Background: an optimization exercise with open tools, aiming at small area. Do not read the settings as production practice.
Only simulation tests tie the RTL to the original design; equivalence was not proved.

$ cat flow/run.sh
#!/bin/bash
# synth_recipe.tcl (not shown) runs the flow's synth.tcl, then flattens the netlist and writes it again
# the make line also repeats each setting of config.mk as NAME=value (left out here)
make -C /OpenROAD-flow-scripts/flow DESIGN_CONFIG=/design/flow/config.mk WORK_HOME=/design/flow/orfs CLKGATE_MAP_FILE= SYNTH_SCRIPT=/design/flow/synth_recipe.tcl finish
$ cat flow/design.v
(* use_dsp = "yes" *) module MAC_DSP# (
    parameter SIZEIN = 16,    
    parameter SIZEOUT = 40    
    )(
    input         clk,
    input         ce,
    input         sload,
    input signed  [SIZEIN   -1:0] a,
    input signed  [SIZEIN   -1:0] b,
    output signed [SIZEOUT  -1:0] accum_out
    );
    reg signed [SIZEIN-1:0]   a_reg, b_reg;
    reg                       sload_reg;
    reg signed [2*SIZEIN-1:0] mult_reg;
    reg signed [SIZEOUT-1:0]  adder_out, old_result;
    always @(sload_reg or adder_out) begin
        if (sload_reg)
            old_result <= 0;
        else
            old_result <= adder_out;
    end
    always @(posedge clk) begin
        if (ce) begin
            a_reg     <= a;
            b_reg     <= b;
            mult_reg  <= a_reg * b_reg;
            sload_reg <= sload;
            adder_out <= old_result + mult_reg;
        end
    end
    assign accum_out = adder_out;
endmodule
module adder_tree#(
    parameter   DATA_W  = 16,
    parameter   DATA_N  = 32,
    parameter   RES_W   = $clog2(DATA_N) + DATA_W
    )(
    input   clk,
    input   [DATA_N -1 : 0][DATA_W  -1 : 0] vec,
    output  [RES_W  -1 : 0] sum
    );
    reg         [DATA_N*2-2 : 0][RES_W  -1 : 0] local_res;
    assign  sum = local_res[0];
    generate
        genvar i;
        for (i = 0; i < DATA_N - 1; i = i + 1) begin: HEAP
            always @ (posedge clk) begin
                local_res[i] <= local_res[i*2+1] + local_res[i*2+2];
            end
        end
        for (i = 0; i < DATA_N; i = i + 1) begin: INPUT
            wire    [DATA_W -1 : 0] op = vec[i];
            always @ (posedge clk) begin
                local_res[i+DATA_N-1] <= $signed(op);
            end
        end
    endgenerate
endmodule
module mac_array#(
    parameter   BATCH   = 32,
    parameter   DATA_W  = 8,
    parameter   RES_W   = 32
    )(
    input   clk,
    input   rst,
    input   new_acc,
    input   [BATCH  -1 : 0][DATA_W  -1 : 0] vec_a,
    input   [BATCH  -1 : 0][DATA_W  -1 : 0] vec_b,
    output  [BATCH  -1 : 0][RES_W   -1 : 0] vec_out,
    output  [RES_W  -1 : 0] sca_out
    );
    generate
        genvar i;
        for (i = 0; i < BATCH; i = i + 1) begin: ARR
            wire    [DATA_W -1 : 0] op_a, op_b;
            wire    [RES_W  -1 : 0] res;
            MAC_DSP#(
                .SIZEIN (DATA_W ),
                .SIZEOUT(RES_W  )
            ) mac_unit (
                .clk        (clk        ),
                .ce         (1'b1       ),
                .sload      (new_acc    ),
                .a          (vec_a[i]   ),
                .b          (vec_b[i]   ),
                .accum_out  (vec_out[i] )
            );
        end
    endgenerate
    adder_tree#(
        .DATA_W (RES_W      ),
        .DATA_N (BATCH      ),
        .RES_W  (RES_W      )
    ) adder_tree_inst (
        .clk    (clk        ),
        .vec    (vec_out    ),
        .sum    (sca_out    )
    );
endmodule
$ cat flow/config.mk
export PLATFORM = sky130hd
export DESIGN_NAME = mac_array
export DESIGN_NICKNAME = mac_array
export VERILOG_FILES = /design/flow/design.v
export SDC_FILE = /design/flow/constraint.sdc
export NUM_CORES = 4
export LEC_CHECK = 0
export CAP_MARGIN = 35
export CORE_MARGIN = 2
export CORE_UTILIZATION = 40
export SLEW_MARGIN = 35
$ cat flow/constraint.sdc
create_clock -name core_clock -period 6.0 [get_ports {clk}]
set_input_delay 1.2000 -clock core_clock [delete_from_list [all_inputs] [get_ports {clk}]]
set_output_delay 1.2000 -clock core_clock [all_outputs]
set_load 0.01 [all_outputs]
==> run notes <==
## cell type report
class	instances	area [um^2]	area share (%)
flip-flops and latches	4065	81400	26.9
clock inverters	280	3760	1.24
repair buffers	1636	16400	5.40
clock buffers	601	13100	4.31
well taps	8642	10800	3.57
multi-input cells	19600	165000	54.4
inverters	3400	12800	4.21
diodes	56	140	0.0462
## placed cells by master, fill, tap and decap left out, types with 81 or more instances in the layout
cell and count:
sky130_fd_sc_hd__o31ai_1 120, sky130_fd_sc_hd__nand4_1 245, sky130_fd_sc_hd__or3_1 81, sky130_fd_sc_hd__xnor2_1 1652
sky130_fd_sc_hd__clkbuf_16 476, sky130_fd_sc_hd__a21oi_1 1718, sky130_fd_sc_hd__clkdlybuf4s50_1 1569, sky130_fd_sc_hd__o21bai_1 252
sky130_fd_sc_hd__fa_1 1823, sky130_fd_sc_hd__nand3_1 312, sky130_fd_sc_hd__and2_1 1445, sky130_fd_sc_hd__o21ai_0 1015
sky130_fd_sc_hd__nor3_1 300, sky130_fd_sc_hd__o21a_1 284, sky130_fd_sc_hd__nand2b_1 452, sky130_fd_sc_hd__dfxtp_1 4053
sky130_fd_sc_hd__xor2_1 517, sky130_fd_sc_hd__o21ai_1 116, sky130_fd_sc_hd__a21o_1 935, sky130_fd_sc_hd__ha_1 2881
sky130_fd_sc_hd__and3_1 191, sky130_fd_sc_hd__a211oi_1 192, sky130_fd_sc_hd__clkinv_2 93, sky130_fd_sc_hd__nand2_1 1267
sky130_fd_sc_hd__nor2_1 1241, sky130_fd_sc_hd__nor2b_1 1410, sky130_fd_sc_hd__inv_1 3399, sky130_fd_sc_hd__a31oi_1 127
sky130_fd_sc_hd__a21boi_0 88
## cell families after synthesis
logic type,count (synthesis)
buffers and inverters,3666
adder cells (fa/ha/maj),4704
XOR/XNOR,2176
AO/OA/AOI/OAI,5423
AND/OR/NAND/NOR,7215
multiplexers,46
flip-flops,4065
## per-layer routing
| metal | wire length (um) | GRT usage (%) | vias up |
|---|---|---|---|
| met3 | 46700 | 4.10 | 1285 |
| met4 | 59800 | 14.6 | 40 |
| met1 | 354000 | 31.3 | 92600 |
| met2 | 351000 | 37.5 | 4417 |
| met5 | 261 | 0 | - |
| li1 | - | - | 94800 |
## cells in the mapped netlist, types with 29 or more instances
library cell | n | share of area [%]
sky130_fd_sc_hd__o21a_1 | 284 | 0.82
sky130_fd_sc_hd__a211oi_1 | 192 | 0.55
sky130_fd_sc_hd__or2_1 | 29 | 0.070
sky130_fd_sc_hd__and4_1 | 41 | 0.14
sky130_fd_sc_hd__a21boi_0 | 89 | 0.26
sky130_fd_sc_hd__nor3_1 | 300 | 0.58
sky130_fd_sc_hd__a221o_1 | 40 | 0.15
sky130_fd_sc_hd__nor4_1 | 45 | 0.11
sky130_fd_sc_hd__a41oi_1 | 48 | 0.16
sky130_fd_sc_hd__o21ai_0 | 1015 | 2.0
sky130_fd_sc_hd__nand3_1 | 312 | 0.60
sky130_fd_sc_hd__fa_1 | 1823 | 14
sky130_fd_sc_hd__o211ai_1 | 73 | 0.21
sky130_fd_sc_hd__a31oi_1 | 127 | 0.31
sky130_fd_sc_hd__nor2b_1 | 1410 | 3.4
sky130_fd_sc_hd__xor2_1 | 518 | 1.7
sky130_fd_sc_hd__o41a_1 | 36 | 0.16
sky130_fd_sc_hd__or2_2 | 60 | 0.14
sky130_fd_sc_hd__buf_4 | 32 | 0.092
sky130_fd_sc_hd__nor3b_1 | 44 | 0.13
sky130_fd_sc_hd__ha_1 | 2881 | 14
sky130_fd_sc_hd__and2_1 | 1445 | 3.5
sky130_fd_sc_hd__inv_1 | 3399 | 4.9
sky130_fd_sc_hd__o21ai_1 | 116 | 0.22
sky130_fd_sc_hd__o31ai_1 | 120 | 0.35
sky130_fd_sc_hd__a21o_1 | 935 | 2.7
sky130_fd_sc_hd__a21oi_1 | 1718 | 3.3
sky130_fd_sc_hd__xnor2_1 | 1658 | 5.6
sky130_fd_sc_hd__nor2_1 | 1242 | 1.8
sky130_fd_sc_hd__or3_1 | 81 | 0.19
sky130_fd_sc_hd__mux2_2 | 33 | 0.14
sky130_fd_sc_hd__clkbuf_1 | 230 | 0.33
sky130_fd_sc_hd__o22ai_1 | 33 | 0.079
sky130_fd_sc_hd__nand2b_1 | 452 | 1.1
sky130_fd_sc_hd__and3_1 | 191 | 0.46
sky130_fd_sc_hd__nand2_1 | 1267 | 1.8
sky130_fd_sc_hd__dfxtp_1 | 4065 | 31
sky130_fd_sc_hd__nand4_1 | 245 | 0.59
sky130_fd_sc_hd__o21bai_1 | 252 | 0.73
## worst min-delay path by stage
stage / from / end / depth (start not counted)
2_1_floorplan: ARR[0].mac_unit.adder_out[8] / adder_tree_inst.local_res[1000] / 0
3_3_place_gp: ARR[18].mac_unit.adder_out[17] / adder_tree_inst.local_res[1585] / 0
3_5_place_dp: ARR[19].mac_unit.adder_out[29] / adder_tree_inst.local_res[1629] / 0
4_1_cts: ARR[1].mac_unit.adder_out[24] / adder_tree_inst.local_res[1048] / 0
5_1_grt: ARR[1].mac_unit.adder_out[24] / adder_tree_inst.local_res[1048] / 0
6_report: ARR[1].mac_unit.adder_out[24] / adder_tree_inst.local_res[1048] / 0
## stage by stage
| stage | util (%) | hold WS [ns] |
|---|---|---|
| 6_report | 46.7 | 0.325 |
| 5_1_grt | 46.7 | 0.348 |
| 4_1_cts | 46.7 | 0.318 |
| 3_5_place_dp | 44.1 | 0.354 |
| 3_3_place_gp | 44.1 | 0.351 |
| 2_1_floorplan | - | 0.389 |
==> flow_summary.json <==
{
  "synth.avg_cell_area_um2": 9.52,
  "setup_tns_final_ns": 0,
  "worst-path-buf-inv": 3,
  "drt-vias-per-instance": 5.05,
  "clk-insertion-delay-late_ns": 1.06,
  "synth_sequential_area_ratio_pct": 31.3,
  "ctsLongestPathBuffers": 4,
  "post-place-ws_ns": 1.07,
  "floorplan.core_area_um2": 648000,
  "netlist_instances": 27300,
  "antenna_violations_before_repair": 111,
  "cts_root_buf": "sky130_fd_sc_hd__clkbuf_16",
  "largest_register_ff_count": 2016,
  "synth_cell_types": 98,
  "setup_slack_ns": 0.984,
  "min_period_over_period_pct": 83.6,
  "element_type_at_the_critical_path_start": "register",
  "synth_mux_area_share_pct": 0.193,
  "ff2ff_setup_slack_ns": 0.98,
  "synth_ff_type": "sky130_fd_sc_hd__dfxtp_1",
  "yosys.area_share.adder_pct": 27.9,
  "syn2layout_area_growth_pct": 16.6,
  "synth_edf_count": 0,
  "clock_skew_ns": 0.0789,
  "end_kind": "register",
  "detail_route.wirelength_um": 812000,
  "grt_setup_unrepaired": "false",
  "tightestPinTransition_ns": 1.09,
  "path_max_fanout": 30,
  "outcome": "complete, no violations",
  "final-instance-count-excl-fill": 38200,
  "syn-cell-area_um2": 260000,
  "worst_r2r_endpoint": "ARR[29].mac_unit.adder_out[30]",
  "postSynth.asyncResetShare_pct": 0,
  "detailed_place_hpwl_um": 677000,
  "grt_first_pass_wirelength_um": 1200000,
  "slew_violations": 0,
  "final_area_um2": 303000,
  "clock_tree_from_tritoncts": "done",
  "row_count": 296,
  "crit_path_cell_trace": "buf_16, buf_12, nor2b_1, ha_1, inv_1, fa_1, nor2b_1, o31ai_1, a211oi_1, o211ai_1, a2111oi_1, o41ai_2, o211ai_1, a21oi_1, o21bai_1, xor2_1",
  "critPathMaxStageDelay_ns": 0.91,
  "timing_worst_setup_path_type": "reg -> reg",
  "die_height_um": 810,
  "achievable-frequency_mhz": 199,
  "tmin_final_ns": 5.02,
  "finalSetupViolations": 0,
  "detailed_place.area_um2": 286000,
  "yosysWarningCount": 2,
  "clkTransAtPathRegs_ns": 0.06,
  "cts.sink_count": 4065,
  "final_net_count": 34400,
  "dr.pass1.iters": 7,
  "dr_vias": 193000,
  "crit_path_start": "ARR[19].mac_unit.sload_reg",
  "reg2reg_from": "ARR[19].mac_unit.sload_reg",
  "die_area_um2": 656000,
  "required_ns": 6.93,
  "fillCellCount": 61500,
  "track_usage_pct": 24.1,
  "cts_made_buffers": 468,
  "place.port_buffers": 1569,
  "cts-resized-gates": 0,
  "drv.max_cap_violation_count": 0,
  "depth_of_the_worst_register_to_register_path": 16,
  "timing.final.hold_violations": 0,
  "crit_arrival_ns": 5.95,
  "ctsHoldBuffers": 0,
  "placedCellCount": 37300,
  "pin_count": 1571,
  "synth.net_count": 32500,
  "synth.ff_latch_count": 4065,
  "drc_errors": 0,
  "synthSimpleGateAreaFrac_pct": 14.8,
  "wl_per_cell_um": 21.2,
  "place.gp.congestion": 0.940,
  "critPathTopFamily": "compound AO/OA/AOI/OAI gates",
  "post_synth_xor_area_fraction_pct": 7.33,
  "first_global_vias": 192000,
  "hold_wc_path_type": "reg -> reg",
  "synth_top_family_by_area": "adder cells",
  "iteration_0_drc_count_of_the_detailed_router": 11600,
  "globalRoute.totalOverflow": 0,
  "crit_end": "ARR[29].mac_unit.adder_out[30]",
  "grt_start_max_net_pins": 55,
  "synth_compound_gate_area_share_pct": 13.2,
  "postRouteAntennaNets": 0,
  "dieWidth_um": 810,
  "drive_gt1_share_pct": 3.56,
  "post_cts.repair.setup_buffers": 0,
  "htree_levels": 5,
  "worst_slew_margin_rel_pct": 26.9,
  "timing.critical_path.depth": 16,
  "critical_path.slowest_cell": "sky130_fd_sc_hd__a2111oi_1",
  "initial_standard_cell_utilization_of_the_core_pct": 40.1
}

re-timing with driven ports:
No port has a modelled driver above. Below, the same layout with a new extraction and two added sets of constraints. Step 1 sets driving cells, clkbuf_16 on the clock port and buf_2 on the other inputs (assumed; they add their load-dependent delay and slew). Step 2 moves the port delays by t, midway between the first and last clock arrival at a register: inputs arrive t later, outputs are due t later. That takes back most of the time a late clock gives input paths. Three values: no drivers, after step 1, after step 2; two values: the first two.
t, ns: 1.155
slack for setup (ns): 0.984 / 0.984 / 0.984
hold slack, ns: 0.325 / 0.325 / 0.325
cell pins on the clock port's net: 1
After both steps this run still meets setup and hold. For this run, drivers alone change the setup slack by 0.000 ns; drivers and shift together by 0.000 ns.
